Source: an optimization exercise on an open RTL-to-GDS flow (aim: small area, a short achievable clock period and few clock cycles). Production flows keep margins and buffers that such runs may drop.
Function was checked by simulation only, so behaviour that the tests miss may differ from the original.
Power and IR drop assume default switching activity.

$ cat config.mk
export PLATFORM = sky130hd
export DESIGN_NAME = cpu
export DESIGN_NICKNAME = cpu
export VERILOG_FILES = /design/flow/design.v
export SDC_FILE = /design/flow/constraint.sdc
export NUM_CORES = 4
export LEC_CHECK = 0
export CAP_MARGIN = 20
export CELL_PAD_IN_SITES_DETAIL_PLACEMENT = 1
export CELL_PAD_IN_SITES_GLOBAL_PLACEMENT = 1
export CORE_MARGIN = 2
export CORE_UTILIZATION = 50
export CTS_CLUSTER_DIAMETER = 80
export CTS_CLUSTER_SIZE = 18
export PLACE_DENSITY = 0.8
export SETUP_SLACK_MARGIN = 4.8
export SLEW_MARGIN = 20
export SYNTH_HIERARCHICAL = 1
export SYNTH_MINIMUM_KEEP_SIZE = 0
export TNS_END_PERCENT = 0
$ cat constraint.sdc
create_clock -name core_clock -period 8.0 [get_ports {clk}]
set_input_delay 1.6000 -clock core_clock [delete_from_list [all_inputs] [get_ports {clk}]]
set_output_delay 1.6000 -clock core_clock [all_outputs]
set_load 0.01 [all_outputs]
$ cat design.v
module cpu (input clk, input rst,
            output [31:0] imem_addr, input [31:0] imem_rdata,
            output [31:0] dmem_addr, output [31:0] dmem_wdata,
            output dmem_we, output dmem_re, input [31:0] dmem_rdata);
    reg [31:2] pc;
    reg        x_wr, x_lw, x_sw, x_beq, x_sub;
    reg        x_fam, x_fbm;    
    reg        x_imm;           
    reg [4:0]  x_rd;
    reg [31:0] x_a, x_b;
    reg [15:0] x_i;
    reg [31:2] x_tgt;
    reg        m_wr, m_lw, m_sw;
    reg [4:0]  m_rd;
    reg [31:0] m_r, m_sd;
    assign dmem_addr  = m_r;
    assign dmem_wdata = m_sd;
    assign dmem_we    = m_sw;
    assign dmem_re    = m_lw;
    wire [31:0] m_res = m_lw ? dmem_rdata : m_r;
    wire [31:0] a   = x_fam ? m_r : x_a;
    wire [31:0] b   = x_fbm ? m_r : x_b;
    wire [31:0] op2 = x_imm ? {{16{x_i[15]}}, x_i} : b;
    wire [31:0] alu;
    sk_add #(32) alu_add (.a(a), .b(op2 ^ {32{x_sub}}), .ci(x_sub), .s(alu));
    wire taken = x_beq & (a == b);
    wire [31:0] inst = imem_rdata;
    wire [5:0] op = inst[31:26];
    wire [4:0] rs = inst[25:21];
    wire [4:0] rt = inst[20:16];
    wire [4:0] rdf = inst[15:11];
    wire d_R    = (op == 6'h00);
    wire d_addi = (op == 6'h08) | (op == 6'h09);
    wire d_lw   = (op == 6'h23);
    wire d_sw   = (op == 6'h2B);
    wire d_beq  = (op == 6'h04);
    wire d_j    = (op == 6'h02);
    wire d_ubeq = d_beq & (rs == rt);
    wire [4:0] d_rd = d_R ? rdf : (d_addi | d_lw) ? rt : 5'd0;
    wire d_wr = (d_R | d_addi | d_lw) & (d_rd != 5'd0);
    wire [31:2] pc4, btgt;
    assign pc4 = pc + 30'd1;
    sk_add #(30) br_add (.a(pc), .b({{14{inst[15]}}, inst[15:0]}), .ci(1'b1), .s(btgt));
    wire [31:2] jtgt = {4'b0000, inst[25:0]};
    reg [31:0] rf_r [1:31];
    reg [31:1] rf_e;
    integer i;
    always @(posedge clk)
        for (i = 1; i < 32; i = i + 1)
            if (m_wr && m_rd == i) rf_r[i] <= m_res;
    always @(posedge clk or posedge rst)
        if (rst) rf_e <= 31'd0;
        else
            for (i = 1; i < 32; i = i + 1)
                rf_e[i] <= (rf_e[i] | (m_wr && m_rd == i)) & !(x_wr && x_rd == i);
    wire [31:0] sa, sb;
    assign sa[0] = m_wr && m_rd == rs;    
    assign sb[0] = m_wr && m_rd == rt;
    genvar k, n;
    generate for (k = 1; k < 32; k = k + 1) begin : sel
        assign sa[k] = rf_e[k] && rs == k;
        assign sb[k] = rf_e[k] && rt == k;
    end endgenerate
    wire [31:0] rsv, rtv;
    generate for (n = 0; n < 32; n = n + 1) begin : col
        wire [31:0] d;
        assign d[0] = m_res[n];
        for (k = 1; k < 32; k = k + 1) begin : rb
            assign d[k] = rf_r[k][n];
        end
        wire [3:0] pa_n, pb_n;
        for (k = 0; k < 4; k = k + 1) begin : grp
            aoi8 ua (.s(sa[8*k+7:8*k]), .d(d[8*k+7:8*k]), .y_n(pa_n[k]));
            aoi8 ub (.s(sb[8*k+7:8*k]), .d(d[8*k+7:8*k]), .y_n(pb_n[k]));
        end
        assign rsv[n] = ~&pa_n;
        assign rtv[n] = ~&pb_n;
    end endgenerate
    wire hs = x_wr & (x_rd == rs);
    wire ht = x_wr & (x_rd == rt);
    wire use_rs = d_R | d_addi | d_lw | d_sw | (d_beq & ~d_ubeq);
    wire use_rt = d_R | d_sw | (d_beq & ~d_ubeq);
    wire stall = x_lw & ((hs & use_rs) | (ht & use_rt));
    wire go = ~taken & ~stall;
    wire [31:2] pc_oth = taken ? x_tgt : stall ? pc : d_j ? jtgt : pc4;
    wire sel_b = ~taken & ~stall & ~d_j & d_ubeq;
    wire [31:2] pc_next;
    mux2w #(30) pc_mux (.s(sel_b), .a(pc_oth), .b(btgt), .y(pc_next));
    always @(posedge clk or posedge rst) begin
        if (rst) begin
            pc <= 30'd0;
            x_wr <= 1'b0; x_lw <= 1'b0; x_sw <= 1'b0; x_beq <= 1'b0;
            m_wr <= 1'b0; m_lw <= 1'b0; m_sw <= 1'b0;
        end else begin
            pc <= pc_next;
            x_wr  <= go & d_wr;
            x_lw  <= go & d_lw;
            x_sw  <= go & d_sw;
            x_beq <= go & d_beq & ~d_ubeq;
            m_wr  <= x_wr;
            m_lw  <= x_lw;
            m_sw  <= x_sw;
        end
    end
    always @(posedge clk) begin
        x_rd  <= d_rd;
        x_sub <= d_R & inst[1];
        x_fam <= hs;
        x_fbm <= ht;
        x_imm <= ~d_R;
        x_a   <= rsv;
        x_b   <= rtv;
        x_i   <= inst[15:0];
        x_tgt <= btgt;
        m_rd  <= x_rd;
        m_r   <= alu;
        m_sd  <= b;
    end
    assign imem_addr = {pc, 2'b00};
endmodule
module aoi8 (input [7:0] s, input [7:0] d, output y_n);
    assign y_n = ~|(s & d);
endmodule
module sk_add #(parameter N = 32) (input [N-1:0] a, input [N-1:0] b, input ci,
                                   output [N-1:0] s);
    wire [N-1:0] g0 = a & b;
    wire [N-1:0] p0 = a ^ b;
    reg  [N-1:0] g, p, gn, pn;
    integer i, l;
    always @* begin
        g = g0;
        p = p0;
        for (l = 0; (1 << l) < N; l = l + 1) begin
            gn = g;
            pn = p;
            for (i = 0; i < N; i = i + 1)
                if ((i >> l) & 1) begin
                    gn[i] = g[i] | (p[i] & g[((i >> l) << l) - 1]);
                    pn[i] = p[i] & p[((i >> l) << l) - 1];
                end
            g = gn;
            p = pn;
        end
    end
    wire [N-1:0] c = {g[N-2:0] | (p[N-2:0] & {(N-1){ci}}), ci};
    assign s = p0 ^ c;
endmodule
module mux2w #(parameter N = 32) (input s, input [N-1:0] a, input [N-1:0] b, output [N-1:0] y);
    assign y = s ? b : a;
endmodule
$ cat run.sh
#!/bin/bash
# synth_recipe.tcl (not shown) runs the flow's synth.tcl, then flattens the netlist and writes it again
# the make line also repeats each setting of config.mk as NAME=value (left out here)
make -C /OpenROAD-flow-scripts/flow DESIGN_CONFIG=/design/flow/config.mk WORK_HOME=/design/flow/orfs CLKGATE_MAP_FILE= SYNTH_SCRIPT=/design/flow/synth_recipe.tcl finish
==> run notes, run 1 <==
clk buf depth 3; Multi-input gate area 19700 µm²; Post-Syn Area 54500 µm²; Final #Nets 4289; depth of the most critical reg-to-reg path 12; register area share after synthesis 0.646; Rel. slew slack 0.337; htree depth 3; # fillers 10218; Std-Cell Core Area 109000 µm²; Hold Path End m_sw$_DFF_PP0_; CP peak stage delay 0.41 ns; CTS buffer count 80; Post-synth ARST share 0.0545; Synth area leader edfxtp_1; dpl hpwl 132000 µm; P_leak 19.3 nW; fin crit period 3.58 ns; clock sinks 1248; synthesized flop and latch total 1248; worst r2r dst pc[24]$_DFF_PP0_; Peak Freq 279 MHz; actual slew at the worst max-slew pin 0.995 ns; Reg2Reg Setup Slack 4.47 ns; status complete, no violations; Vias per Instance 7.54; Min Hold Slack 0.356 ns; Critical Path Source Type input pin; Starting Density 0.502; Most used DFF post-synth edfxtp_1; site row count 121; register area 35300 µm²; Critical Path Fanout Max 32; Worst-path clk slew 0.08 ns; cts hold-fix bufs 0; layout cells sized above 1 0.136; critical path class in2reg; chip width 334 µm; Die Y 334 µm; Setup crit end kind register; TritonCTS clock tree built; worst skew pair latency 0.72 ns; die area 112000 µm²; vias in the first global route 42011; cells along the critical path clkdlybuf4s15_2 -> and2_1 -> nor2b_1 -> and3_1 -> buf_8 -> a22oi_1 -> and4_1 -> nand4_1; WP data arrival 4.15 ns; DRC Markers 0; num ports 164; total routed wirelength 211000 µm; peak supply drop 0.155 mV; Pre-antenna DRT Iters 7; Syn. warnings 10; Worst Hold Depth 0; Final Max Slew Viols 0; Required @ worst endpoint 8.57 ns; number of I/O port buffers 161; Final Cycle Share 0.447; setup_tns 0 ns; largest net degree at the start of global routing 63; setup violators final 0; post-synthesis cell type count 89; max-cap violations 0; clock root cell clkbuf_16; first-pass GRT wire length 301000 µm; routability cong. 0.969; Synth Instances 3819; vias 42336; initial antenna violation count 20; Clock Skews 0.0437 ns; DRT iter0 DRCs 7354; Hold Crit Class reg2reg; GRT overflow 0; WL/cell 37.5 µm; global-route usage over all layers 0.368; Post-synth EDFFs 992; Antenna Violating Nets Remaining 0; crit path max-delay cell type nor2b_1; Fin. Hold Viols 0; share of the synthesized area in the top cell type 0.546; pwr dens 212 nW/µm²; R2R Path Start x_fam$_DFF_P_; Avg Synthesized Cell Area 14.3 µm²; Worst Hold Launch x_sw$_DFF_PP0_; Area growth, synth to finish 14.3%; Synth area leaders edfxtp_1 (55%), a22oi_1 (14%), dfxtp_1 (6.9%); RSZ-0062 raised after global routing true
[per-module statistics from Yosys (local to each module, per instance), a selection]
module  copies in the design  cells inside  area (µm²)
aoi8                     256             5        38.8
cpu                        1          2185       41600
[final cells by class]
type                    count  area share
repair buffers            329      0.0501
diodes                      4    0.000161
clock buffers             108      0.0343
clock inverters            12     0.00235
inverters                  40     0.00243
well taps                1414      0.0284
multi-input cells        2461       0.315
flip-flops and latches   1248       0.567
[Yosys cell counts, drive strengths merged, types with 11 or more instances]
cell    number
a22oi     1028
edfxtp     992
and4       265
dfxtp      188
nor2       128
mux2       126
xnor2       99
and3        79
nand4       77
a21oi       69
dfrtp       68
xor2        65
ha          61
o21ai       55
nand2       51
clkbuf      50
nand3       43
inv         40
mux2i       28
a31oi       25
nor2b       23
nor3        23
buf         22
o22ai       21
and2        18
a21o        14
nor4        14
nand2b      13
o21a        12
o22a        11
[stage by stage]
stage	instances	instance area (µm²)	worst slack [ns]	total power (W)	util
6_report	5616	62300	4.42	0.0132	0.574
5_1_grt	5616	62300	4.41	0.0135	0.574
4_1_cts	5609	62300	4.61	0.0131	0.573
3_5_place_dp	5438	58800	2.82	0.00901	0.541
3_3_place_gp	5437	58700	2.88	0.00895	0.541
2_1_floorplan	3821	54700	4.17	0.00840	-
[worst max-delay path: cells and delay by family]
kind	cells	cell delay, ns
AOI/OAI and AO/OA	1	0.17
and+or+nand+nor	5	1.61
buffers and inverters	2	0.72
[worst max-delay path by stage]
stage,start,end,slack (ns)
2_1_floorplan,imem_rdata[21],pc[10]$_DFF_PP0_,4.17
3_3_place_gp,imem_rdata[15],pc[31]$_DFF_PP0_,2.88
3_5_place_dp,imem_rdata[15],pc[31]$_DFF_PP0_,2.82
4_1_cts,x_fbm$_DFF_P_,m_r[30]$_DFF_P_,4.61
5_1_grt,x_fbm$_DFF_P_,m_r[30]$_DFF_P_,4.41
6_report,imem_rdata[16],x_b[29]$_DFF_P_,4.42
[per-layer routing]
| metal | global-route usage | share of wire |
|---|---|---|
| met1 | 0.490 | 0.36 |
| met2 | 0.574 | 0.46 |
| met3 | 0.107 | 0.15 |
| met4 | 0.135 | 0.042 |
| met5 | 0 | 0.00035 |
[power breakdown]
group | internal (W) | total [W] | switching, W
Sequential | 0.00721 | 0.00747 | 0.000254
Combinational | 0.000727 | 0.00162 | 0.000892
Clock | 0.00192 | 0.00414 | 0.00222
[sequential cells by signal, summed over array words and instances (netlist names), 5 cells and up]
name / cells
rf_r: 992
m_r: 32
m_sd: 32
x_a: 32
x_b: 32
rf_e: 31
pc: 30
x_tgt: 30
x_i: 16
m_rd: 5
x_rd: 5
[kinds of logic after synthesis]
group / Yosys count / share of synthesized area
buf+inv: 112 / 0.00865
other cells: 2 / 0.000138
flops: 1248 / 0.646
fa+ha+maj: 63 / 0.0147
xor+xnor: 164 / 0.0263
compound gates: 1319 / 0.179
simple gates: 757 / 0.0905
mux: 154 / 0.0339
[cell usage in the layout, fill, tap and decap left out, types with 81 or more instances in the layout]
master and count:
nor2_1 93, buf_4 135, edfxtp_1 992, and4_1 264, clkdlybuf4s50_1 130, dfxtp_1 162, xnor2_1 94, clkbuf_16 81
a22oi_1 1028
[what timing repair did]
action / in CTS / in global routing
resized for setup: 258 / 3
setup buffers: 46 / 3
pin swaps: 41 / 6
gates cloned: 5 / 0
setup endpoints to repair: 223 / 203
Testbench counts, summed over its fixed seeds: cycles 47,352.
==> run 2: changes to the inputs <==
--- a/config.mk
+++ b/config.mk
@@ -13,7 +13,7 @@
 export CTS_CLUSTER_DIAMETER = 80
 export CTS_CLUSTER_SIZE = 18
 export PLACE_DENSITY = 0.8
-export SETUP_SLACK_MARGIN = 4.8
+export SETUP_SLACK_MARGIN = 5.0
 export SLEW_MARGIN = 20
 export SYNTH_HIERARCHICAL = 1
 export SYNTH_MINIMUM_KEEP_SIZE = 0
==> run 2 against run 1 <==
Still clean. Clock skew stayed put. Die area stayed put. Final cell count stayed put. Via count stayed put. Largest cell class unchanged. Largest power group unchanged.
==> run notes, run 2 <==
status complete, no violations; post-synthesis cell type count 89; WP data arrival 4.15 ns; Die Y 334 µm; pwr dens 212 nW/µm²; Syn. warnings 10; commonest cells in the netlist a22oi_1 (1028), edfxtp_1 (992), and4_1 (265); pre-CTS setup slack 2.82 ns; vias in the first global route 42011; synthesized flop and latch total 1248; fin crit period 3.58 ns; worst skew pair latency 0.72 ns; Largest register FFs 992; clock sinks 1248; site row count 121; htree depth 3; Top reg by flops rf_r; leading cell type in the layout, fill and taps excluded a22oi_1; Synth Instances 3819; Starting Density 0.502; GRT overflow 0; setup_tns 0 ns; Area growth, synth to finish 14.3%; DRC Markers 0; Worst-path clk slew 0.08 ns; Final Worst Setup Slack 4.42 ns; CTS buffer count 80; Std-Cell Core Area 109000 µm²; count leader, synth a22oi_1; Final Cycle Share 0.447; Fin. Hold Viols 0; first-pass GRT wire length 301000 µm; Clock Skews 0.0437 ns; share of the synthesized area in the top cell type 0.546; layout cells sized above 1 0.136; Avg Synthesized Cell Area 14.3 µm²; dpl hpwl 132000 µm; RSZ-0062 raised after global routing true; clock root cell clkbuf_16; Setup crit end kind register; global-route usage over all layers 0.368; Final #Nets 4289; placed instance count 5438; P_leak 19.3 nW; Min Hold Slack 0.356 ns; vias 42336; chip width 334 µm; Antenna Violating Nets Remaining 0; Worst Hold Depth 0; setup violators final 0; Post-synth ARST share 0.0545; depth of the most critical reg-to-reg path 12; Synth area leader edfxtp_1; Rel. slew slack 0.337; critical path class in2reg; Post-synth EDFFs 992; clk buf depth 3; WL/cell 37.5 µm; Critical Path Source Type input pin; DRT iter0 DRCs 7354; Vias per Instance 7.54; Most used DFF post-synth edfxtp_1; Final Max Slew Viols 0; routability cong. 0.969; Peak Freq 279 MHz; largest net degree at the start of global routing 63; num ports 164; register area share after synthesis 0.646; Pre-antenna DRT Iters 7; Layout Utilization 0.574; final std cells w/o fill 5616; TritonCTS clock tree built; cts hold-fix bufs 0; max-cap violations 0; total routed wirelength 211000 µm; actual slew at the worst max-slew pin 0.995 ns; Critical Path Fanout Max 32; Hold Crit Class reg2reg; Post-Syn Area 54500 µm²; Required @ worst endpoint 8.57 ns; Synth area leaders edfxtp_1 (55%), a22oi_1 (14%), dfxtp_1 (6.9%); die area 112000 µm²; number of I/O port buffers 161; peak supply drop 0.155 mV; initial antenna violation count 20; most frequent cells in the layout a22oi_1 (1028), edfxtp_1 (992), and4_1 (264)
run 2: cell counts after synthesis:
Identical to the previous run, type by type.
run 2: logic make-up (layout without fill, tap and decap cells):
family / after synthesis / count (layout) / share of synthesized area
AO/OA/AOI/OAI: 1319 / 1319 / 0.179
XOR/XNOR: 164 / 164 / 0.0263
adder cells (fa/ha/maj): 63 / 63 / 0.0147
buffers and inverters: 112 / 489 / 0.00865
flip-flops: 1248 / 1248 / 0.646
multiplexers: 154 / 154 / 0.0339
other: 2 / 8 / 0.000138
AND/OR/NAND/NOR: 757 / 757 / 0.0905
run 2: worst paths after layout:
kind | start | to | slack [ns]
setup / recovery | imem_rdata[16] | x_b[29]$_DFF_P_ | 4.42
hold / removal | x_sw$_DFF_PP0_ | m_sw$_DFF_PP0_ | 0.36
setup reg to reg | x_fam$_DFF_P_ | pc[24]$_DFF_PP0_ | 4.47
hold reg to reg | x_sw$_DFF_PP0_ | m_sw$_DFF_PP0_ | 0.36
max in group asynchronous | rst | pc[7]$_DFF_PP0_ | 5.64
min in group asynchronous | rst | rf_e[17]$_DFF_PP0_ | 1.11
run 2: timing repair:
| item | in CTS | in global routing |
|---|---|---|
| resized for setup | 258 | 3 |
| setup buffers | 46 | 3 |
| pin swaps | 41 | 6 |
| cloned | 5 | 0 |
| endpoints found under the setup margin | 245 | 241 |
run 2: area by class of cell:
type | count | area [µm²]
diodes | 4 | 10.0
clock buffers | 108 | 2140
clock inverters | 12 | 146
fillers | 10218 | 46200
inverters | 40 | 151
multi-input cells | 2461 | 19700
flip-flops and latches | 1248 | 35300
well taps | 1414 | 1770
repair buffers | 329 | 3120
run 2: worst max-delay path, cell delays in order:
cell and delay, ns:
clkdlybuf4s15_2 0.38, and2_1 0.34, nor2b_1 0.41, and3_1 0.30, buf_8 0.34, a22oi_1 0.17
and4_1 0.30, nand4_1 0.26
run 2: per-layer routing:
layer	global-route usage	vias up	part of all wire
met3	0.107	576	0.15
met4	0.135	12	0.042
li1	-	16772	-
met2	0.574	3611	0.46
met1	0.490	21365	0.36
met5	0	-	0.00035
run 2: where the power goes:
group	switching (W)	internal, W	leakage [nW]
combinational	0.000892	0.000727	6.90
clock	0.00222	0.00192	1.10
sequential	0.000254	0.00721	11.3
total	0.00337	0.00986	19.3
run 2: per-module statistics from Yosys (local to each module, per instance), a selection:
| module | cell area [µm²] | times used | flip-flops and latches |
|---|---|---|---|
| cpu | 41600 | 1 | 1248 |
| aoi8 | 38.8 | 256 | 0 |
run 2: per-stage QoR:
stage / total power (W) / area [µm²]
after floorplan: 0.00840 / 54700
after global placement: 0.00895 / 58700
after detailed placement: 0.00901 / 58800
after CTS: 0.0131 / 62300
after global routing: 0.0135 / 62300
final: 0.0132 / 62300
==> run 3: changes to the inputs <==
--- a/design.v
+++ b/design.v
@@ -5,7 +5,7 @@
     reg [31:2] pc;
     reg        x_wr, x_lw, x_sw, x_beq, x_sub;
     reg        x_fam, x_fbm;    
-    reg        x_imm;           
+    reg        x_oi, x_om, x_ob;    
     reg [4:0]  x_rd;
     reg [31:0] x_a, x_b;
     reg [15:0] x_i;
@@ -20,10 +20,14 @@
     wire [31:0] m_res = m_lw ? dmem_rdata : m_r;
     wire [31:0] a   = x_fam ? m_r : x_a;
     wire [31:0] b   = x_fbm ? m_r : x_b;
-    wire [31:0] op2 = x_imm ? {{16{x_i[15]}}, x_i} : b;
+    wire [31:0] op2 = ({32{x_oi}} & {{16{x_i[15]}}, x_i}) | ({32{x_om}} & m_r) |
+                      ({32{x_ob}} & x_b);
     wire [31:0] alu;
     sk_add #(32) alu_add (.a(a), .b(op2 ^ {32{x_sub}}), .ci(x_sub), .s(alu));
-    wire taken = x_beq & (a == b);
+    wire eq_ab = (x_a == x_b);
+    wire eq_mb = (m_r == x_b);
+    wire eq_am = (x_a == m_r);
+    wire taken = x_beq & (x_fam ? (x_fbm | eq_mb) : (x_fbm ? eq_am : eq_ab));
     wire [31:0] inst = imem_rdata;
     wire [5:0] op = inst[31:26];
     wire [4:0] rs = inst[25:21];
@@ -43,24 +47,26 @@
     sk_add #(30) br_add (.a(pc), .b({{14{inst[15]}}, inst[15:0]}), .ci(1'b1), .s(btgt));
     wire [31:2] jtgt = {4'b0000, inst[25:0]};
     reg [31:0] rf_r [1:31];
-    reg [31:1] rf_e;
+    reg [31:1] rf_v;
     integer i;
     always @(posedge clk)
         for (i = 1; i < 32; i = i + 1)
             if (m_wr && m_rd == i) rf_r[i] <= m_res;
     always @(posedge clk or posedge rst)
-        if (rst) rf_e <= 31'd0;
+        if (rst) rf_v <= 31'd0;
         else
             for (i = 1; i < 32; i = i + 1)
-                rf_e[i] <= (rf_e[i] | (m_wr && m_rd == i)) & !(x_wr && x_rd == i);
-    wire [31:0] sa, sb;
-    assign sa[0] = m_wr && m_rd == rs;    
-    assign sb[0] = m_wr && m_rd == rt;
+                if (m_wr && m_rd == i) rf_v[i] <= 1'b1;
+    wire [31:1] rf_en;
     genvar k, n;
     generate for (k = 1; k < 32; k = k + 1) begin : sel
-        assign sa[k] = rf_e[k] && rs == k;
-        assign sb[k] = rf_e[k] && rt == k;
+        assign rf_en[k] = rf_v[k] && !(m_wr && m_rd == k);
     end endgenerate
+    wire [31:0] sa0, sa1, sb0, sb1;
+    rdec dec_a0 (.r(rs), .en(rf_en), .we(m_wr), .wa(m_rd), .sel(sa0));
+    rdec dec_a1 (.r(rs), .en(rf_en), .we(m_wr), .wa(m_rd), .sel(sa1));
+    rdec dec_b0 (.r(rt), .en(rf_en), .we(m_wr), .wa(m_rd), .sel(sb0));
+    rdec dec_b1 (.r(rt), .en(rf_en), .we(m_wr), .wa(m_rd), .sel(sb1));
     wire [31:0] rsv, rtv;
     generate for (n = 0; n < 32; n = n + 1) begin : col
         wire [31:0] d;
@@ -70,6 +76,8 @@
         end
         wire [3:0] pa_n, pb_n;
         for (k = 0; k < 4; k = k + 1) begin : grp
+            wire [31:0] sa = (n < 16) ? sa0 : sa1;
+            wire [31:0] sb = (n < 16) ? sb0 : sb1;
             aoi8 ua (.s(sa[8*k+7:8*k]), .d(d[8*k+7:8*k]), .y_n(pa_n[k]));
             aoi8 ub (.s(sb[8*k+7:8*k]), .d(d[8*k+7:8*k]), .y_n(pb_n[k]));
         end
@@ -107,7 +115,9 @@
         x_sub <= d_R & inst[1];
         x_fam <= hs;
         x_fbm <= ht;
-        x_imm <= ~d_R;
+        x_oi  <= ~d_R;
+        x_om  <= d_R & ht;
+        x_ob  <= d_R & ~ht;
         x_a   <= rsv;
         x_b   <= rtv;
         x_i   <= inst[15:0];
@@ -148,3 +158,10 @@
 module mux2w #(parameter N = 32) (input s, input [N-1:0] a, input [N-1:0] b, output [N-1:0] y);
     assign y = s ? b : a;
 endmodule
+module rdec (input [4:0] r, input [31:1] en, input we, input [4:0] wa, output [31:0] sel);
+    assign sel[0] = we && wa == r;
+    genvar k;
+    generate for (k = 1; k < 32; k = k + 1) begin : d
+        assign sel[k] = en[k] && r == k;
+    end endgenerate
+endmodule
==> config.mk (replaced) <==
export PLATFORM = sky130hd
export DESIGN_NAME = cpu
export DESIGN_NICKNAME = cpu
export VERILOG_FILES = /design/flow/design.v
export SDC_FILE = /design/flow/constraint.sdc
export NUM_CORES = 4
export LEC_CHECK = 0
export CAP_MARGIN = 20
export CELL_PAD_IN_SITES_DETAIL_PLACEMENT = 2
export CELL_PAD_IN_SITES_GLOBAL_PLACEMENT = 2
export CORE_MARGIN = 2
export CORE_UTILIZATION = 35
export CTS_CLUSTER_DIAMETER = 80
export CTS_CLUSTER_SIZE = 18
export PLACE_DENSITY = 0.6
export SETUP_SLACK_MARGIN = 4.8
export SLEW_MARGIN = 20
export SYNTH_HIERARCHICAL = 1
export SYNTH_MINIMUM_KEEP_SIZE = 0
export TNS_END_PERCENT = 5
==> run 3 against run 2 <==
Clock power grew 16%. Worst hold slack better by 0.00051 ns. Synthesized cell count is 1.1% higher. Register-to-register slack got worse by 0.07 ns. Final area rose by 4.4%. Maximum frequency decreased by 0.65%. Sequential power hardly changed. Sequential cell count up 2. Total power grew 6.9%. Combinational power is 14% higher. Via count fell by 3.0%.
==> run notes, run 3 <==
WP buf/inv 2; Critical Path Fanout Max 16; site row count 145; Fin. Hold Viols 0; clock root cell clkbuf_16; worst skew pair latency 0.73 ns; Synth area leader edfxtp_1; commonest cells in the netlist a22oi_1 (1025), edfxtp_1 (992), and4_1 (261); Peak Freq 278 MHz; Final #Nets 4342; die area 161000 µm²; Syn. warnings 10; Final Cycle Share 0.450; Post-Syn Area 55200 µm²; Top cell by count, worst path xnor2_1; Std-Cell Core Area 157000 µm²; Post-synth EDFFs 992; vias in the first global route 42143; Final Max Slew Viols 0; status complete, no violations; CTS buffer count 88; Antenna Violating Nets Remaining 0; Most used DFF post-synth edfxtp_1; dpl hpwl 163000 µm; Starting Density 0.353; pwr dens 217 nW/µm²; placed instance count 6082; Min Hold Slack 0.356 ns; clock sinks 1250; register area share after synthesis 0.639; Area growth, synth to finish 17.8%; most frequent cells in the layout a22oi_1 (1025), edfxtp_1 (992), and4_1 (260); Pre-antenna DRT Iters 5; Synth Instances 3862; Die Y 401 µm; initial antenna violation count 8; Setup crit end kind register; Int Pwr 0.0104 W; GRT overflow 0; Required @ worst endpoint 8.63 ns; routability cong. 0.859; setup_tns 0 ns; fin crit period 3.60 ns; CP peak stage delay 0.41 ns; pre-CTS setup slack 2.33 ns; cts hold-fix bufs 0; TritonCTS clock tree built; chip width 401 µm; WL/cell 38.9 µm; RSZ-0062 raised after global routing true; number of I/O port buffers 161; actual slew at the worst max-slew pin 1.14 ns; Synth area leaders edfxtp_1 (54%), a22oi_1 (14%), dfxtp_1 (6.9%); Clk pwr share 0.339; final std cells w/o fill 6342; layout cells sized above 1 0.176; clk buf depth 3; Seq pwr share 0.531; crit path max-delay cell type a32oi_4; max-cap violations 0; WP data arrival 4.24 ns; DRC Markers 0; Hold Crit Class reg2reg; Top reg by flops rf_r; # fillers 15314; synthesized flop and latch total 1250; global-route usage over all layers 0.298; post-synthesis cell type count 83; leading cell type in the layout, fill and taps excluded a22oi_1; critical path class reg2reg; crit-path leading delay family compound AO/OA/AOI/OAI gates; setup violators final 0; count leader, synth a22oi_1; vias 41085; first-pass GRT wire length 341000 µm; switching power 0.00373 W; cells along the critical path buf_12 -> a222oi_1 -> xnor2_1 -> ha_1 -> a21oi_2 -> o21ai_2 -> a221oi_2 -> nand3b_4 -> a32oi_4 -> o31ai_4 -> buf_6 -> o41ai_4 -> xnor2_1; Rel. slew slack 0.239; peak supply drop 0.188 mV; num ports 164; total routed wirelength 247000 µm; Worst-path clk slew 0.09 ns; Avg Synthesized Cell Area 14.3 µm²; ant diodes 0; Vias per Instance 6.48; Largest register FFs 992; Final Worst Setup Slack 4.40 ns; Clock Skews 0.0384 ns; Switching Fraction 0.264; P_leak 20.4 nW; Critical Path Source Type register; DRT iter0 DRCs 4232; largest net degree at the start of global routing 55; share of the synthesized area in the top cell type 0.539; Post-synth ARST share 0.0544; logic gate share of total power 0.130; htree depth 3
run 3: per-layer routing:
metal | global-route usage | vias to the layer above | part of all wire
met2 | 0.486 | 1536 | 0.47
li1 | - | 16989 | -
met5 | 0 | - | 0.000036
met4 | 0.137 | 2 | 0.054
met3 | 0.0355 | 385 | 0.053
met1 | 0.397 | 22173 | 0.42
run 3: kinds of logic after synthesis:
logic type | synth area share
buf+inv | 0.00736
fa+ha+maj | 0.0145
mux | 0.0352
simple gates | 0.107
flops | 0.639
xor+xnor | 0.0287
compound gates | 0.168
other cells | 0.000136
run 3: path summary, 6_finish.rpt:
check	to	from	slack, ns	depth (start not counted)
max	m_r[31]$_DFF_P_	x_om$_DFF_P_	4.40	13
min	m_sw$_DFF_PP0_	x_sw$_DFF_PP0_	0.36	0
max reg2reg	m_r[31]$_DFF_P_	x_om$_DFF_P_	4.40	13
min reg2reg	m_sw$_DFF_PP0_	x_sw$_DFF_PP0_	0.36	0
max in group asynchronous	m_lw$_DFF_PP0_	rst	5.52	3
min in group asynchronous	pc[8]$_DFF_PP0_	rst	1.18	2
run 3: through the flow:
stage	instance area, µm²	utilization	total power [W]
floorplan	55400	-	0.00847
global placement	59800	0.382	0.00916
detailed placement	59800	0.382	0.00920
CTS	64600	0.413	0.0141
global route	65100	0.416	0.0146
finish	65100	0.416	0.0141
run 3: cell type report:
type                            count  area, µm²  area share
Timing Repair Buffer              309       3280      0.0505
Inverter                           38        145     0.00223
Clock inverter                     31        397     0.00610
Tap cell                         2058       2570      0.0396
Multi-Input combinational cell   2526      20900       0.321
Sequential cell                  1250      35300       0.543
Clock buffer                      130       2410      0.0371
run 3: per-module statistics from Yosys, one instance, submodules excluded, a selection:
module | cells inside | flops+latches | copies in the design | area, µm²
aoi8 | 5 | 0 | 256 | 38.8
cpu | 2012 | 1250 | 1 | 40800
rdec | 54 | 0 | 4 | 380
run 3: worst reg2reg max path, delay by kind of cell, from the launching register on:
| kind | cells | cell delay (ns) |
|---|---|---|
| fa+ha+maj | 1 | 0.37 |
| simple gates | 1 | 0.23 |
| xor+xnor | 2 | 0.32 |
| flops | 1 | 0.38 |
| buf+inv | 2 | 0.30 |
| compound gates | 7 | 1.94 |
run 3: power by group through the flow:
stage | Combinational [W] | Sequential, W | Clock (W)
final | 0.00184 | 0.00750 | 0.00479
after global routing | 0.00197 | 0.00751 | 0.00508
after CTS | 0.00171 | 0.00747 | 0.00487
after detailed placement | 0.00159 | 0.00761 | 0
after global placement | 0.00156 | 0.00761 | 0
after floorplan | 0.000948 | 0.00752 | 0
run 3: repair_timing:
item | CTS | global route
endpoints found under the setup margin | 239 | 224
pin swaps | 47 | 43
gates cloned | 13 | 1
resized for setup | 379 | 83
setup buffers | 66 | 19
Testbench counts of run 3, summed over its fixed seeds: cycles 47,352.
==> run 4: changes to the inputs <==
--- a/design.v
+++ b/design.v
@@ -23,7 +23,7 @@
     wire [31:0] op2 = ({32{x_oi}} & {{16{x_i[15]}}, x_i}) | ({32{x_om}} & m_r) |
                       ({32{x_ob}} & x_b);
     wire [31:0] alu;
-    sk_add #(32) alu_add (.a(a), .b(op2 ^ {32{x_sub}}), .ci(x_sub), .s(alu));
+    cs_add alu_add (.a(a), .b(op2 ^ {32{x_sub}}), .ci(x_sub), .s(alu));
     wire eq_ab = (x_a == x_b);
     wire eq_mb = (m_r == x_b);
     wire eq_am = (x_a == m_r);
@@ -47,21 +47,18 @@
     sk_add #(30) br_add (.a(pc), .b({{14{inst[15]}}, inst[15:0]}), .ci(1'b1), .s(btgt));
     wire [31:2] jtgt = {4'b0000, inst[25:0]};
     reg [31:0] rf_r [1:31];
-    reg [31:1] rf_v;
+    reg [31:1] rf_e;
     integer i;
     always @(posedge clk)
         for (i = 1; i < 32; i = i + 1)
             if (m_wr && m_rd == i) rf_r[i] <= m_res;
     always @(posedge clk or posedge rst)
-        if (rst) rf_v <= 31'd0;
+        if (rst) rf_e <= 31'd0;
         else
             for (i = 1; i < 32; i = i + 1)
-                if (m_wr && m_rd == i) rf_v[i] <= 1'b1;
-    wire [31:1] rf_en;
+                rf_e[i] <= (rf_e[i] | (m_wr && m_rd == i)) & !(x_wr && x_rd == i);
+    wire [31:1] rf_en = rf_e;
     genvar k, n;
-    generate for (k = 1; k < 32; k = k + 1) begin : sel
-        assign rf_en[k] = rf_v[k] && !(m_wr && m_rd == k);
-    end endgenerate
     wire [31:0] sa0, sa1, sb0, sb1;
     rdec dec_a0 (.r(rs), .en(rf_en), .we(m_wr), .wa(m_rd), .sel(sa0));
     rdec dec_a1 (.r(rs), .en(rf_en), .we(m_wr), .wa(m_rd), .sel(sa1));
@@ -165,3 +162,12 @@
         assign sel[k] = en[k] && r == k;
     end endgenerate
 endmodule
+module cs_add (input [31:0] a, input [31:0] b, input ci, output [31:0] s);
+    wire [16:0] lo;
+    wire [15:0] hi0, hi1, hi;
+    sk_add #(17) add_lo (.a({1'b0, a[15:0]}), .b({1'b0, b[15:0]}), .ci(ci), .s(lo));
+    sk_add #(16) add_h0 (.a(a[31:16]), .b(b[31:16]), .ci(1'b0), .s(hi0));
+    sk_add #(16) add_h1 (.a(a[31:16]), .b(b[31:16]), .ci(1'b1), .s(hi1));
+    mux2w #(16) hi_sel (.s(lo[16]), .a(hi0), .b(hi1), .y(hi));
+    assign s = {hi, lo[15:0]};
+endmodule
--- a/config.mk
+++ b/config.mk
@@ -6,13 +6,13 @@
 export NUM_CORES = 4
 export LEC_CHECK = 0
 export CAP_MARGIN = 20
-export CELL_PAD_IN_SITES_DETAIL_PLACEMENT = 2
-export CELL_PAD_IN_SITES_GLOBAL_PLACEMENT = 2
+export CELL_PAD_IN_SITES_DETAIL_PLACEMENT = 1
+export CELL_PAD_IN_SITES_GLOBAL_PLACEMENT = 1
 export CORE_MARGIN = 2
-export CORE_UTILIZATION = 35
+export CORE_UTILIZATION = 50
 export CTS_CLUSTER_DIAMETER = 80
 export CTS_CLUSTER_SIZE = 18
-export PLACE_DENSITY = 0.6
+export PLACE_DENSITY = 0.8
 export SETUP_SLACK_MARGIN = 4.8
 export SLEW_MARGIN = 20
 export SYNTH_HIERARCHICAL = 1
==> run 4 against run 3 <==
Synthesized cell count is 5.4% higher. First-iteration DRC count is 70% higher. Critical path depth is 4 lower. Final area hardly changed. Routed wire length is 7.1% lower. Sequential power is 1% higher. Highest routed layer unchanged.
==> run notes, run 4 <==
Area growth, synth to finish 14.5%; Setup crit end kind register; Post-Syn Area 56800 µm²; Critical Path Fanout Max 16; Std-Cell Core Area 113000 µm²; GRT overflow 0; P_leak 20.4 nW; Synth Area in Compound Gates 0.176; met3 GRT Util 0.134; leading cell type in the layout, fill and taps excluded a22oi_1; Avg Synthesized Cell Area 14.0 µm²; DRC Markers 0; pwr dens 217 nW/µm²; dpl hpwl 144000 µm; Final #Nets 4561; count leader, synth a22oi_1; clock sinks 1250; Starting Density 0.504; chip width 341 µm; actual slew at the worst max-slew pin 1.15 ns; Syn. warnings 11; most used routing layer met2; vias 45282; Hold Crit Class reg2reg; WP data arrival 3.87 ns; Most used DFF post-synth edfxtp_1; Peak Freq 289 MHz; first-pass GRT wire length 322000 µm; Pre-antenna DRT Iters 9; critical path class in2reg; routability cong. 0.960; layout cells sized above 1 0.172; post-synthesis cell type count 96; peak supply drop 0.152 mV; global-route usage over all layers 0.381; initial antenna violation count 20; crit path max-delay cell type and3_2; Critical Path Source Type input pin; die area 116000 µm²; site row count 123; Clock Skews 0.0307 ns; CTS buffer count 80; Final Cycle Share 0.432; synthesized flop and latch total 1250; Synth Instances 4072; clk buf depth 3; status complete, no violations; largest net degree at the start of global routing 39; total routed wirelength 229000 µm; Vias per Instance 7.56; Antenna Violating Nets Remaining 0; Fin. Hold Viols 0; CP peak stage delay 0.43 ns; WL/cell 38.3 µm; Post-Synth XOR/XNOR Area 0.0278; Synth area leaders edfxtp_1 (52%), a22oi_1 (14%), dfxtp_1 (6.7%); vias in the first global route 45186; Adder-Cell Fraction of Synth Area 0.0181; htree depth 3; setup violators final 0; WP buf/inv 3; num ports 164; commonest cells in the netlist a22oi_1 (1028), edfxtp_1 (992), and4_1 (262); fin crit period 3.46 ns; Largest register FFs 992; DRT iter0 DRCs 7196; share of the synthesized area in the top cell type 0.524; Top reg by flops rf_r; Required @ worst endpoint 8.41 ns; RSZ-0062 raised after global routing true; Post-synth ARST share 0.0544; Synth area leader edfxtp_1; worst skew pair latency 0.70 ns; met2 global-route usage 0.584; setup_tns 0 ns; largest family of logic cells by synthesized area compound AO/OA/AOI/OAI gates; Rel. slew slack 0.232; number of I/O port buffers 161; post-synthesis simple-gate area fraction 0.109; crit-path leading delay family simple AND/OR/NAND/NOR gates; multiplexer area fraction after synthesis 0.0395; Layout Utilization 0.578; Final Max Slew Viols 0; Post-synth EDFFs 992; cells along the critical path buf_6 -> buf_12 -> buf_4 -> nor2b_4 -> and2_1 -> and3_2 -> a22oi_1 -> and4_1 -> nand4_1; Worst-path clk slew 0.08 ns; clock root cell clkbuf_16; TritonCTS clock tree built; max-cap violations 0; GR Layer Usage met1 0.481; register area share after synthesis 0.621; most frequent cells in the layout a22oi_1 (1027), edfxtp_1 (992), and4_1 (261); cts hold-fix bufs 0; Die Y 341 µm
run 4: final cells by class:
class	instances	area, µm²
Clock inverter	11	135
Tap cell	1500	1880
Timing Repair Buffer	313	3060
Clock buffer	135	2230
Fill cell	10692	47600
Sequential cell	1250	35400
Inverter	41	155
Multi-Input combinational cell	2729	22200
Antenna cell	8	20.0
run 4: timing repair:
action,CTS,global route
buffers inserted,38,37
endpoints found under the setup margin,209,172
pin swaps,32,49
gates resized for setup,396,83
endpoints found under the hold margin,0,0
cloned,7,2
run 4: kinds of logic (layout without fill, tap and decap cells):
group	count (synthesis)	after routing
AOI/OAI and AO/OA	1349	1350
xor gates and xnor gates	180	180
adders and majority gates	80	80
buffers and inverters	101	500
DFF	1250	1250
muxes	175	175
other	4	18
and+or+nand+nor	933	934
run 4: modules after synthesis, one instance, submodules excluded, a selection:
module	area (µm²)	flops+latches	times used	cells
aoi8	38.8	0	256	5
cpu	40900	1250	1	2023
rdec	380	0	4	54
cs_add	7.51	0	1	2
run 4: final timing paths:
check	end	slack [ns]	depth (start not counted)	startpoint
max in group asynchronous	m_lw$_DFF_PP0_	5.63	3	rst
worst max-delay path	x_a[20]$_DFF_P_	4.54	9	imem_rdata[25]
worst min register to register	m_sw$_DFF_PP0_	0.38	0	x_sw$_DFF_PP0_
worst min-delay path	m_sw$_DFF_PP0_	0.38	0	x_sw$_DFF_PP0_
worst max register to register	pc[26]$_DFF_PP0_	4.66	10	x_b[9]$_DFF_P_
min in group asynchronous	x_sw$_DFF_PP0_	1.31	2	rst
run 4: metal layers:
metal | part of all wire | wire length, µm
met1 | 0.35 | 79200
met2 | 0.44 | 101000
met3 | 0.15 | 34900
met4 | 0.060 | 13700
met5 | 0.00042 | 97
run 4: power by group:
group / switching (W) / internal (W) / total (W) / leakage [nW]
logic: 0.00129 / 0.00104 / 0.00233 / 7.98
clock network: 0.00227 / 0.00196 / 0.00423 / 1.13
registers: 0.000251 / 0.00733 / 0.00758 / 11.3
run 4: metrics by stage:
stage	setup slack, ns	cell area (µm²)	cells	power (W)	hold WS, ns
after floorplan	4.32	56900	4078	0.00878	0.326
after global placement	2.43	60800	5749	0.00948	0.343
after detailed placement	2.42	60800	5749	0.00955	0.350
after CTS	4.65	64400	5940	0.0138	0.383
after global routing	4.56	65000	5980	0.0145	0.394
final	4.54	65100	5987	0.0141	0.384
Testbench counts of run 4, summed over its fixed seeds: cycles 47,352.
==> run 5: changes to the inputs <==
--- a/config.mk
+++ b/config.mk
@@ -17,4 +17,4 @@
 export SLEW_MARGIN = 20
 export SYNTH_HIERARCHICAL = 1
 export SYNTH_MINIMUM_KEEP_SIZE = 0
-export TNS_END_PERCENT = 5
+export TNS_END_PERCENT = 100
==> run 5 against run 4 <==
Global-route usage rose by 0.80 points. Largest cell class unchanged. Via count rose by 2.4%. Clock power barely moved. First-iteration DRC count rose by 10%. Total power rose by 1.1%. Largest power group unchanged. Routed wire length rose by 3.3%.
==> run notes, run 5 <==
Fin. Hold Viols 0; Final Max Slew Viols 0; vias in the first global route 45946; WP data arrival 4.11 ns; CTS buffer count 81; total routed wirelength 237000 µm; Reg2Reg Setup Slack 4.59 ns; leading cell type in the layout, fill and taps excluded a22oi_1; Hold Crit Class reg2reg; Starting Density 0.504; Peak Freq 283 MHz; number of I/O port buffers 161; R2R Path Start m_r[9]$_DFF_P_; Syn. warnings 11; GRT overflow 0; Area growth, synth to finish 16.8%; initial antenna violation count 15; fin crit period 3.53 ns; vias 46373; Critical Path Source Type input pin; depth of the most critical reg-to-reg path 12; dpl hpwl 144000 µm; Worst Setup SP imem_rdata[17]; Avg Synthesized Cell Area 14.0 µm²; status complete, no violations; Most used DFF post-synth edfxtp_1; actual slew at the worst max-slew pin 1.09 ns; # fillers 10669; P_leak 21.1 nW; Vias per Instance 7.65; TritonCTS clock tree built; pwr dens 215 nW/µm²; htree depth 3; Final Cycle Share 0.442; Largest register FFs 992; Rel. slew slack 0.275; global-route usage over all layers 0.389; Int Pwr 0.0103 W; max-cap violations 0; setup_tns 0 ns; synthesized flop and latch total 1250; RSZ-0062 raised after global routing true; count leader, synth a22oi_1; Pre-antenna DRT Iters 7; clock root cell clkbuf_16; Post-synth ARST share 0.0544; Std-Cell Core Area 113000 µm²; Synth Instances 4072; setup violators final 0; Final #Nets 4633; num ports 164; DRT iter0 DRCs 7920; Clk pwr share 0.297; clock sinks 1250; DRC Markers 0; critical path class in2reg; register area share after synthesis 0.621; Worst setup endpoint pc[12]$_DFF_PP0_; clk buf depth 3; cts hold-fix bufs 0; peak supply drop 0.149 mV; layout cells sized above 1 0.201; Clock Skews 0.0505 ns; Switching Fraction 0.278; Antenna Violating Nets Remaining 0; WL/cell 39.1 µm; Post-synth EDFFs 992; Post-Syn Area 56800 µm²; switching power 0.00398 W; largest net degree at the start of global routing 59; most frequent cells in the layout a22oi_1 (1022), edfxtp_1 (992), and4_1 (249); worst r2r dst pc[12]$_DFF_PP0_; Die Y 341 µm; routability cong. 0.967; die area 116000 µm²; logic gate share of total power 0.176; Top reg by flops rf_r; Worst-path clk slew 0.10 ns; Required @ worst endpoint 8.57 ns; share of the synthesized area in the top cell type 0.524; first-pass GRT wire length 329000 µm; chip width 341 µm; worst skew pair latency 0.71 ns; Critical Path Fanout Max 11; commonest cells in the netlist a22oi_1 (1028), edfxtp_1 (992), and4_1 (262); post-synthesis cell type count 96; final std cells w/o fill 6059; Seq pwr share 0.528; Synth area leaders edfxtp_1 (52%), a22oi_1 (14%), dfxtp_1 (6.7%); site row count 123; Synth area leader edfxtp_1; Setup crit end kind register; placed instance count 5743
-- run 5: per-module statistics from Yosys, one instance, submodules excluded, excerpt --
module  area (µm²)  times used
aoi8          38.8         256
rdec           380           4
cpu          40900           1
cs_add        7.51           1
-- run 5: how the worst min path moves through the flow --
| stage | from | endpoint | slack, ns | cells past startpoint |
|---|---|---|---|---|
| 2_1_floorplan | x_rd[0]$_DFF_P_ | m_rd[0]$_DFF_P_ | 0.33 | 0 |
| 3_3_place_gp | x_lw$_DFF_PP0_ | m_lw$_DFF_PP0_ | 0.42 | 0 |
| 3_5_place_dp | x_lw$_DFF_PP0_ | m_lw$_DFF_PP0_ | 0.43 | 0 |
| 4_1_cts | x_lw$_DFF_PP0_ | m_lw$_DFF_PP0_ | 0.45 | 0 |
| 5_1_grt | x_lw$_DFF_PP0_ | m_lw$_DFF_PP0_ | 0.48 | 0 |
| 6_report | x_lw$_DFF_PP0_ | m_lw$_DFF_PP0_ | 0.48 | 0 |
-- run 5: routing by layer --
layer	vias to the layer above	GRT usage	wire length, µm
met5	-	0.00368	447
li1	17978	-	-
met3	941	0.129	36000
met1	23203	0.493	80700
met2	4227	0.593	105000
met4	24	0.205	15000
-- run 5: timing repair --
| item | in CTS | in global routing |
|---|---|---|
| resized for setup | 523 | 161 |
| cloned | 15 | 4 |
| setup buffers | 97 | 45 |
| pin swaps | 61 | 61 |
| endpoints found under the setup margin | 200 | 113 |
-- run 5: power groups by stage --
stage                     Sequential, W  Clock [W]  Combinational, W
after detailed placement        0.00775          0           0.00188
after global routing            0.00754    0.00443           0.00261
after CTS                       0.00750    0.00421           0.00227
after global placement          0.00774          0           0.00180
after floorplan                 0.00766          0           0.00118
final                           0.00754    0.00424           0.00251
-- run 5: kinds of logic (layout without fill, tap and decap cells) --
| family | after synthesis | after routing | share of synthesized area |
|---|---|---|---|
| buffers and inverters | 101 | 575 | 0.00894 |
| other | 4 | 15 | 0.000264 |
| flip-flops | 1250 | 1250 | 0.621 |
| XOR/XNOR | 180 | 180 | 0.0278 |
| adder cells (fa/ha/maj) | 80 | 80 | 0.0181 |
| multiplexers | 175 | 175 | 0.0395 |
| AO/OA/AOI/OAI | 1349 | 1350 | 0.176 |
| AND/OR/NAND/NOR | 933 | 934 | 0.109 |
-- run 5: stage by stage --
stage	utilization	setup WS, ns	hold slack [ns]	total power (W)	instance area [µm²]
6_report	0.589	4.47	0.476	0.0143	66400
5_1_grt	0.589	4.44	0.481	0.0146	66400
4_1_cts	0.579	4.76	0.454	0.0140	65200
3_5_place_dp	0.541	2.64	0.427	0.00963	60900
3_3_place_gp	0.541	2.72	0.418	0.00955	60900
2_1_floorplan	-	4.32	0.326	0.00884	57100
-- run 5: layout make-up --
type                            count  area [µm²]  area share
Sequential cell                  1250       35400       0.534
Multi-Input combinational cell   2729       22600       0.340
Timing Repair Buffer              384        3890      0.0587
Clock buffer                      135        2250      0.0339
Tap cell                         1500        1880      0.0283
Inverter                           41         158     0.00238
Clock inverter                     15         141     0.00213
Antenna cell                        5        12.5    0.000189
-- run 5: critical path, stage by stage --
cell and delay [ns]:
clkbuf_4 0.19, buf_12 0.18, xor2_1 0.15, nor2_1 0.19
a311oi_2 0.15, o31a_4 0.43, buf_12 0.18, nor4b_4 0.27
buf_4 0.19, buf_12 0.11, buf_16 0.14, mux2_4 0.31
==> run 6: changes to the inputs <==
--- a/config.mk
+++ b/config.mk
@@ -13,8 +13,8 @@
 export CTS_CLUSTER_DIAMETER = 80
 export CTS_CLUSTER_SIZE = 18
 export PLACE_DENSITY = 0.8
-export SETUP_SLACK_MARGIN = 4.8
+export SETUP_SLACK_MARGIN = 5.0
 export SLEW_MARGIN = 20
 export SYNTH_HIERARCHICAL = 1
 export SYNTH_MINIMUM_KEEP_SIZE = 0
-export TNS_END_PERCENT = 100
+export TNS_END_PERCENT = 5
==> run 6 against run 5 <==
Still clean. Area after synthesis is the same. Utilization fell by 0.78 points. Final cell count is 0.76% lower. Sequential cell count did not move. Clock power barely moved. Sequential share of layout area rose by 0.70 points. Die area unchanged. Maximum frequency shrank 0.27%. First-iteration DRC count fell by 6.6%. Highest routed layer unchanged.
==> run notes, run 6 <==
clock sinks 1250; TritonCTS clock tree built; Die Y 341 µm; Rel. slew slack 0.215; leading cell type in the layout, fill and taps excluded a22oi_1; RSZ-0062 raised after global routing true; layout cells sized above 1 0.180; Most used DFF post-synth edfxtp_1; Hold Path End m_sw$_DFF_PP0_; Setup crit end kind register; Synth Instances 4072; Worst Hold Launch x_sw$_DFF_PP0_; met3 GRT Util 0.134; commonest cells in the netlist a22oi_1 (1028), edfxtp_1 (992), and4_1 (262); critical path class in2reg; status complete, no violations; Synth area leader edfxtp_1; setup violators final 0; Syn. warnings 11; largest net degree at the start of global routing 39; routability cong. 0.960; dpl hpwl 144000 µm; setup_tns 0 ns; post-synthesis cell type count 96; Antenna Violating Nets Remaining 0; WP data arrival 4.10 ns; Clock Skews 0.0277 ns; Synth area leaders edfxtp_1 (52%), a22oi_1 (14%), dfxtp_1 (6.7%); # fillers 10670; number of I/O port buffers 161; Final Cycle Share 0.443; register area share after synthesis 0.621; Worst Hold Depth 0; CTS buffer count 80; vias in the first global route 45566; fin crit period 3.54 ns; actual slew at the worst max-slew pin 1.18 ns; Critical Path Source Type input pin; htree depth 3; chip width 341 µm; Critical Path Fanout Max 16; Reg2Reg Setup Slack 4.58 ns; num ports 164; Required @ worst endpoint 8.55 ns; peak supply drop 0.151 mV; Largest register FFs 992; total power 0.0142 W; worst r2r dst pc[3]$_DFF_PP0_; initial antenna violation count 15; WL/cell 38.7 µm; DRT iter0 DRCs 7394; GRT overflow 0; Post-synth EDFFs 992; global-route usage over all layers 0.383; max-cap violations 0; Pre-antenna DRT Iters 7; Avg Synthesized Cell Area 14.0 µm²; Area growth, synth to finish 15.3%; Top reg by flops rf_r; Std-Cell Core Area 113000 µm²; most frequent cells in the layout a22oi_1 (1028), edfxtp_1 (992), and4_1 (261); Final #Nets 4588; Peak Freq 282 MHz; share of the synthesized area in the top cell type 0.524; depth of the most critical reg-to-reg path 10; Starting Density 0.504; die area 116000 µm²; total routed wirelength 233000 µm; most used routing layer met2; Multi-input gate area 22300 µm²; Fin. Hold Viols 0; GR Layer Usage met1 0.482; vias 45632; Vias per Instance 7.59; met2 global-route usage 0.589; Hold Crit Class reg2reg; first-pass GRT wire length 324000 µm; Final Max Slew Viols 0; clk buf depth 3; site row count 123; Post-synth ARST share 0.0544; Post-Syn Area 56800 µm²; count leader, synth a22oi_1; pwr dens 217 nW/µm²; worst skew pair latency 0.70 ns; DRC Markers 0; P_leak 20.7 nW; clock root cell clkbuf_16; Worst-path clk slew 0.08 ns; R2R Path Start x_b[9]$_DFF_P_; register area 35400 µm²; synthesized flop and latch total 1250
run 6: cells by family (layout without fill, tap and decap cells):
logic type      count (synthesis)  in the layout  share of synthesized area
mux                           175            175                     0.0395
flops                        1250           1250                      0.621
fa+ha+maj                      80             80                     0.0181
compound gates               1349           1350                      0.176
other cells                     4             17                   0.000264
xor+xnor                      180            180                     0.0278
buf+inv                       101            527                    0.00894
simple gates                  933            934                      0.109
run 6: worst max-delay path, cell delays in order:
cell     delay [ns]
buf_6          0.12
buf_12         0.15
buf_12         0.14
nor3_1         0.53
and3_2         0.66
a22oi_1        0.18
and4_1         0.35
nand4_1        0.34
run 6: how the worst max path moves through the flow:
stage | start | to | slack (ns)
6_report | imem_rdata[22] | x_a[16]$_DFF_P_ | 4.46
3_5_place_dp | imem_rdata[24] | pc[8]$_DFF_PP0_ | 2.42
5_1_grt | imem_rdata[3] | pc[13]$_DFF_PP0_ | 4.52
2_1_floorplan | imem_rdata[24] | pc[10]$_DFF_PP0_ | 4.32
3_3_place_gp | imem_rdata[24] | pc[13]$_DFF_PP0_ | 2.43
4_1_cts | x_om$_DFF_P_ | m_r[31]$_DFF_P_ | 4.70
run 6: modules after synthesis (local to each module, per instance), a selection:
module / copies in the design / flip-flops and latches
rdec: 4 / 0
cpu: 1 / 1250
aoi8: 256 / 0
cs_add: 1 / 0
run 6: what timing repair did:
item / CTS / global route
setup endpoints to repair: 235 / 221
resized for setup: 424 / 101
cloned: 7 / 4
hold buffers: 0 / 0
pin swaps: 38 / 53
setup buffers: 64 / 36
run 6: stage by stage:
step | setup WS [ns] | instance area (µm²) | hold WS, ns | util | cells
after global placement | 2.43 | 60800 | 0.343 | 0.540 | 5749
after CTS | 4.70 | 64600 | 0.383 | 0.574 | 5966
final | 4.46 | 65500 | 0.384 | 0.581 | 6013
after global routing | 4.52 | 65500 | 0.394 | 0.581 | 6008
after floorplan | 4.32 | 56900 | 0.326 | - | 4078
after detailed placement | 2.42 | 60800 | 0.350 | 0.540 | 5749
run 6: final cells by class:
class	count	area share
repair buffers	340	0.0510
diodes	7	0.000267
clock buffers	135	0.0340
clock inverters	11	0.00206
inverters	41	0.00237
flip-flops and latches	1250	0.541
multi-input cells	2729	0.341
well taps	1500	0.0287
run 6: power breakdown:
group / switching [W] / internal (W)
Sequential: 0.000198 / 0.00733
Clock: 0.00229 / 0.00196
Combinational: 0.00140 / 0.00106
run 6: layer usage:
layer | up-vias | share of wire | routed length (µm)
met1 | 22849 | 0.34 | 79800
li1 | 17872 | - | -
met5 | - | 0.00050 | 116
met3 | 922 | 0.15 | 35000
met4 | 8 | 0.063 | 14600
met2 | 3981 | 0.44 | 103000
==> run 7: changes to the inputs <==
--- a/config.mk
+++ b/config.mk
@@ -13,7 +13,7 @@
 export CTS_CLUSTER_DIAMETER = 80
 export CTS_CLUSTER_SIZE = 18
 export PLACE_DENSITY = 0.8
-export SETUP_SLACK_MARGIN = 5.0
+export SETUP_SLACK_MARGIN = 4.6
 export SLEW_MARGIN = 20
 export SYNTH_HIERARCHICAL = 1
 export SYNTH_MINIMUM_KEEP_SIZE = 0
==> run 7 against run 6 <==
Die area is the same. Sequential cell count stayed put. Via count down 1.6%. Utilization down 1.1 points. Combinational power is 18% lower. Clock power barely moved. Area after synthesis stayed put. Worst hold slack got worse by 0.00079 ns. Sequential power is 1% higher. Critical path type is now reg2out. Critical endpoint is now dmem_addr[6]. Largest power group unchanged.
==> run notes, run 7 <==
Hold Crit Class reg2reg; met1 wire length 78500 µm; Critical Path Fanout Max 6; leading cell type in the layout, fill and taps excluded a22oi_1; Final Max Slew Viols 0; TritonCTS clock tree built; status complete, no violations; Pre-antenna DRT Iters 9; commonest cells in the netlist a22oi_1 (1028), edfxtp_1 (992), and4_1 (262); WP data arrival 2.00 ns; Std-Cell Core Area 113000 µm²; Post-Syn Area 56800 µm²; Setup crit end kind output port; initial antenna violation count 20; Post-synth EDFFs 992; count leader, synth a22oi_1; CP Depth 1; Avg Synthesized Cell Area 14.0 µm²; Reg2Reg Setup Slack 4.60 ns; Starting Density 0.504; WL/cell 38.1 µm; Synth Instances 4072; Placed Area 60800 µm²; dpl hpwl 144000 µm; Worst setup endpoint dmem_addr[6]; cts hold-fix bufs 0; total routed wirelength 226000 µm; fin crit period 3.60 ns; Top reg by flops rf_r; site row count 123; worst skew pair latency 0.72 ns; RSZ-0062 raised after global routing true; GRT overflow 0; post-synthesis cell type count 96; Worst-path clk slew 0.08 ns; routability cong. 0.960; die area 116000 µm²; Synth area leaders edfxtp_1 (52%), a22oi_1 (14%), dfxtp_1 (6.7%); Critical Path Source Type register; Largest register FFs 992; layout cells sized above 1 0.141; Worst Setup SP m_r[6]$_DFF_P_; actual slew at the worst max-slew pin 1.13 ns; register area share after synthesis 0.621; share of the synthesized area in the top cell type 0.524; max-cap violations 0; Rel. slew slack 0.249; crit path max-delay cell type dfxtp_1; pwr dens 216 nW/µm²; clock root cell clkbuf_16; cells along the critical path clkdlybuf4s50_1; Vias per Instance 7.55; R2R Path Start x_b[3]$_DFF_P_; Required @ worst endpoint 6.40 ns; critical path class reg2out; setup violators final 0; num ports 164; Die Y 341 µm; Most used DFF post-synth edfxtp_1; largest net degree at the start of global routing 39; vias 44880; vias in the first global route 44793; Met2 Routed Length 100000 µm; P_leak 20.2 nW; synthesized flop and latch total 1250; depth of the most critical reg-to-reg path 11; WP buf/inv 1; clock sinks 1250; Antenna Violating Nets Remaining 0; CP peak stage delay 0.65 ns; Final #Nets 4519; Synth area leader edfxtp_1; crit-path leading delay family flip-flops; Final Cell Area 64300 µm²; worst r2r dst pc[10]$_DFF_PP0_; htree depth 3; global-route usage over all layers 0.376; Final Worst Setup Slack 4.40 ns; Final Cycle Share 0.450; DRC Markers 0; DR top layer met5; Area growth, synth to finish 13.1%; first-pass GRT wire length 318000 µm; met3 WL 34000 µm; clk buf depth 3; pre-CTS setup slack 2.42 ns; DRT iter0 DRCs 6973; number of I/O port buffers 161; Peak Freq 278 MHz; Syn. warnings 11; Fin. Hold Viols 0; most frequent cells in the layout a22oi_1 (1027), edfxtp_1 (992), and4_1 (261); Post-synth ARST share 0.0544; peak supply drop 0.154 mV; CTS buffer count 80; Clock Skews 0.0390 ns; chip width 341 µm; setup_tns 0 ns
[run 7: cell types whose count changed in the layout (fill, tap and decap cells not counted), moves of 12 or more]
| cell | delta |
|---|---|
| ha_1 | +12 |
| buf_4 | -52 |
| dfxtp_1 | +28 |
| dfrtp_2 | -21 |
| clkdlybuf4s50_1 | +13 |
| dfrtp_1 | +21 |
| dfxtp_4 | -17 |
[run 7: Yosys stat by module, one instance, submodules excluded, excerpt]
module | copies in the design | cell area, µm² | cells
cs_add | 1 | 7.51 | 2
rdec | 4 | 380 | 54
cpu | 1 | 40900 | 2023
aoi8 | 256 | 38.8 | 5
[run 7: per-stage QoR]
stage	cells	hold slack, ns	total power (W)	util
3_3_place_gp	5749	0.343	0.00948	0.540
2_1_floorplan	4078	0.326	0.00878	-
4_1_cts	5915	0.383	0.0137	0.566
3_5_place_dp	5749	0.350	0.00955	0.540
5_1_grt	5938	0.394	0.0142	0.570
6_report	5943	0.383	0.0139	0.570
[run 7: cell families (layout without fill, tap and decap cells)]
kind of cell	after synthesis	in the layout	synth area share
mux	175	175	0.0395
flops	1250	1250	0.621
buf+inv	101	460	0.00894
xor+xnor	180	180	0.0278
other cells	4	16	0.000264
fa+ha+maj	80	80	0.0181
simple gates	933	933	0.109
compound gates	1349	1349	0.176
[run 7: how the worst min path moves through the flow]
stage / startpoint / endpoint / depth (start not counted)
floorplan: x_rd[0]$_DFF_P_ / m_rd[0]$_DFF_P_ / 0
global placement: x_sw$_DFF_PP0_ / m_sw$_DFF_PP0_ / 0
detailed placement: x_sw$_DFF_PP0_ / m_sw$_DFF_PP0_ / 0
CTS: x_sw$_DFF_PP0_ / m_sw$_DFF_PP0_ / 0
global route: x_sw$_DFF_PP0_ / m_sw$_DFF_PP0_ / 0
finish: x_sw$_DFF_PP0_ / m_sw$_DFF_PP0_ / 0
[run 7: final cells by class]
| type | instances | area [µm²] |
|---|---|---|
| fill | 10753 | 48400 |
| inverter | 41 | 155 |
| clock buffer | 135 | 2230 |
| sequential | 1250 | 35300 |
| antenna | 6 | 15.0 |
| timing repair buffer | 273 | 2740 |
| clock inverter | 11 | 135 |
| multi-input combinational | 2727 | 21800 |
| tap | 1500 | 1880 |
[run 7: worst register-to-register path, stage by stage, from the launching register on]
cell       delay [ns]
dfxtp_1          0.67
mux2_2           0.38
xor2_1           0.37
nor4_1           0.10
nand4_1          0.13
nor2_2           0.06
a31oi_4          0.19
buf_8            0.34
nor4b_4          0.35
buf_6            0.20
clkbuf_16        0.20
mux2_4           0.31
[run 7: what timing repair did]
item,in CTS,in global routing
resized for setup,233,72
pin swaps,10,17
endpoints found under the setup margin,174,103
buffers inserted,15,19
cloned,5,3
[run 7: power breakdown]
group          switching (W)  internal, W  total [W]
Sequential          0.000307      0.00731    0.00762
Clock                0.00227      0.00196    0.00423
Combinational        0.00112     0.000906    0.00202
Total                0.00370       0.0102     0.0139
[run 7: routing by layer]
metal,global-route usage,vias to the layer above
li1,-,17723
met1,0.475,22614
met2,0.578,3724
met3,0.135,801
met4,0.180,18
met5,0.00123,-

separate check: timing with driven ports:
The flow's constraints put no driver on any port. The routed layouts listed below were extracted and timed again, unchanged, in two steps. Step 1 assumes that a clkbuf_16 drives the clock port and a buf_2 every other input. Step 2 times the ports against the registers' clock, not the clock port: input delays grow and output delays shrink by t, the midpoint of the rising clock arrivals with the driver on. Slacks: no drivers / after step 1 / after step 2; pairs: no drivers / after step 1.
run	shift t [ns]	setup slack, ns	worst hold slack (ns)	clock arrival spread, ns	worst register clock-pin slew, ns
run 1	0.759	4.421 / 4.467 / 3.708	0.356 / 0.356 / 0.356	0.052 / 0.052	0.09 / 0.09
run 2	0.759	4.421 / 4.467 / 3.708	0.356 / 0.356 / 0.356	0.052 / 0.052	0.09 / 0.09
run 3	0.798	4.398 / 4.349 / 3.772	0.356 / 0.356 / 0.356	0.042 / 0.043	0.09 / 0.09
run 4	0.760	4.541 / 4.559 / 3.816	0.384 / 0.384 / 0.384	0.040 / 0.039	0.09 / 0.09
run 5	0.772	4.467 / 4.527 / 3.755	0.476 / 0.476 / 0.476	0.051 / 0.051	0.10 / 0.10
run 6	0.764	4.458 / 4.497 / 3.733	0.384 / 0.384 / 0.384	0.034 / 0.034	0.09 / 0.09
run 7	0.768	4.397 / 4.323 / 3.646	0.383 / 0.383 / 0.383	0.047 / 0.046	0.09 / 0.09
After both steps every run listed still meets setup and hold. The setup slack of run 7, which loses most, moves by -0.074 ns with the drivers and by -0.751 ns with both steps.
